Background: an optimization exercise with open tools, aiming at small area. Do not read the settings as production practice.
Function was checked by simulation only, so behaviour that the tests miss may differ from the original.
The flow treats the clock pin as an ideal source, which a real chip does not have.
Power figures rest on the tool's default switching activity, not on a simulated workload.

==> flow/design.v (excerpt) <==
module top #(
    parameter   input_clk_freq  = 100_000_000,
    parameter   output_clk_freq = 40_000,
    parameter   setup_time      = 10,
    parameter   pulse_duration  = 10
)(
    input   clk,
    input   rst_n,
    output  SRCLK,
    output  RCLK,
    output  SER
);
Size in the first run: ~330 cells after synthesis, about 5 I/O pins.
export LEC_CHECK = 0
export CAP_MARGIN = 20
export CORE_MARGIN = 2
export CORE_UTILIZATION = 40
export SLEW_MARGIN = 20
export SYNTH_HIERARCHICAL = 1
create_clock -name core_clock -period 10.0 [get_ports {clk}]
standard.sh (not shown) runs the stock make flow with config.mk's settings and CLKGATE_MAP_FILE= SYNTH_SCRIPT=/design/flow/synth_recipe.tcl, a recipe that flattens the netlist after the stock synthesis.
==> flow/flow/run.sh <==
#!/bin/bash
# Standard synthesis, then every combinational cell at its smallest drive
# strength, then the standard layout from floorplan to finish, with the ports
# buffered by buf_1 and a clock tree without dummy loads.
set -euo pipefail
R=orfs/results/$FLOW_PLATFORM/top/base
LIB=$FLOW_HOME/platforms/$FLOW_PLATFORM/lib/sky130_fd_sc_hd__tt_025C_1v80.lib
bash standard.sh synth > synth.log 2>&1
python3 flow/downsize.py $R/1_2_yosys.v $LIB > downsize.log 2>&1
rm -f $R/1_synth.odb $R/1_synth.sdc
export BUFFER_PORTS_ARGS="-buffer_cell sky130_fd_sc_hd__buf_1"
export CTS_ARGS="-sink_clustering_enable -repair_clock_nets -dont_use_dummy_load"
bash standard.sh > layout.log 2>&1
==> flow/flow/downsize.py <==
#!/usr/bin/env python3
"""Give every combinational cell in the synthesized netlist the smallest drive
strength of its function (the flow's repair steps upsize again where needed).
Registers, tie cells and buffers keep the cell the standard synthesis chose."""
import re, sys

net, lib = sys.argv[1], sys.argv[2]
dont = set(sys.argv[3].split()) if len(sys.argv) > 3 else set()
text = open(lib).read()
area = {}
for m in re.finditer(r'cell \("(sky130_fd_sc_hd__\w+)"\)\s*\{(.*?)\barea\s*:\s*([\d.]+)', text, re.S):
    area[m.group(1)] = float(m.group(3))
best = {}
for c, a in area.items():
    if c in dont:
        continue
    base = c.rsplit('_', 1)[0]
    if base not in best or a < area[best[base]] or (a == area[best[base]] and c < best[base]):
        best[base] = c
keep = ('dfxtp', 'dfrtp', 'dfstp', 'conb', 'buf', 'clkbuf', 'dlygate', 'dlymetal')
src = open(net).read()
count = {}
def sub(m):
    c = m.group(1)
    base = c.rsplit('_', 1)[0]
    short = base[len('sky130_fd_sc_hd__'):]
    if short.startswith(keep) or base not in best or best[base] == c:
        return m.group(0)
    count[c + ' -> ' + best[base]] = count.get(c + ' -> ' + best[base], 0) + 1
    return best[base] + m.group(2)
src = re.sub(r'\b(sky130_fd_sc_hd__\w+?)(\s+[\\\w])', sub, src)
open(net, 'w').write(src)
for k, v in sorted(count.items()):
    print(v, k)
The starting point finished clean.
Next try:
--- a/flow/flow/run.sh
+++ b/flow/flow/run.sh
@@ -3,3 +3,4 @@
 # strength, then the standard layout from floorplan to finish, with the ports
-# buffered by buf_1 and a clock tree without dummy loads.
+# buffered by buf_1, a clock tree without dummy loads and its root buffer
+# (which drives only the buffers below it) at clkbuf_2.
 set -euo pipefail
@@ -12,2 +13,4 @@
 export CTS_ARGS="-sink_clustering_enable -repair_clock_nets -dont_use_dummy_load"
+bash standard.sh cts > layout_cts.log 2>&1
+CTS_ODB=$R/4_cts.odb openroad -no_init -exit flow/rootbuf.tcl > rootbuf.log 2>&1
 bash standard.sh > layout.log 2>&1
==> flow/flow/rootbuf.tcl (new file) <==
# The clock tree's root buffer only drives the few buffers below it: give it
# the smallest clock buffer that does, and legalize the placement again.
read_db $::env(CTS_ODB)
set block [ord::get_db_block]
set small [[ord::get_db] findMaster sky130_fd_sc_hd__clkbuf_2]
set clk [$block findNet clk]
foreach it [$clk getITerms] {
  set inst [$it getInst]
  set m [[$inst getMaster] getName]
  if {[regexp {clkbuf} $m] && [$it isInputSignal]} {
    set out [[$inst findITerm X] getNet]
    set fanout [llength [$out getITerms]]
    set leafs 1
    foreach o [$out getITerms] {
      if {[$o isInputSignal] && ![regexp {clkbuf} [[[$o getInst] getMaster] getName]]} { set leafs 0 }
    }
    puts "root [$inst getName] $m fanout [expr $fanout - 1] only_buffers $leafs"
    if {$leafs && $fanout <= 5} {
      $inst swapMaster $small
      puts "swapped to sky130_fd_sc_hd__clkbuf_2"
    }
  }
}
detailed_placement
check_placement -verbose
write_db $::env(CTS_ODB)
The changed run passed the timing, DRC and antenna checks.
First-iteration DRC count decreases by 12%.
Via count stays flat.
Cell area decreases by 0.44%.
Sequential power stays flat.
Die area is unchanged.
Critical path depth stays the same.
Synthesized cell count does not change.
Clock skew hardly moves.

-- separate check: timing with driven ports --
How much do the figures lean on ideal ports? The routed layouts below were timed once more, with nothing changed but the port constraints.
Step 1, drivers: a clkbuf_16 drives clk and a buf_2 each remaining input, both assumed.
Step 2 times the ports against the registers' clock, not the clock port: input delays grow and output delays shrink by t, the midpoint of the rising clock arrivals with the driver on.
Slacks: ideal ports / drivers / drivers and shift; pairs: ideal ports / drivers.
| run | t (ns) | slack for setup (ns) | latest minus earliest clock arrival (ns) | worst data-port slew with drivers (ns) | pins driven straight from the clock port |
|---|---|---|---|---|---|
| the first run | 0.290 | 3.780 / 3.754 / 4.044 | 0.010 / 0.010 | 0.03 | 1 |
| the second run | 0.301 | 3.759 / 3.734 / 4.036 | 0.012 / 0.011 | 0.03 | 1 |
After both steps every run listed still meets setup and hold.
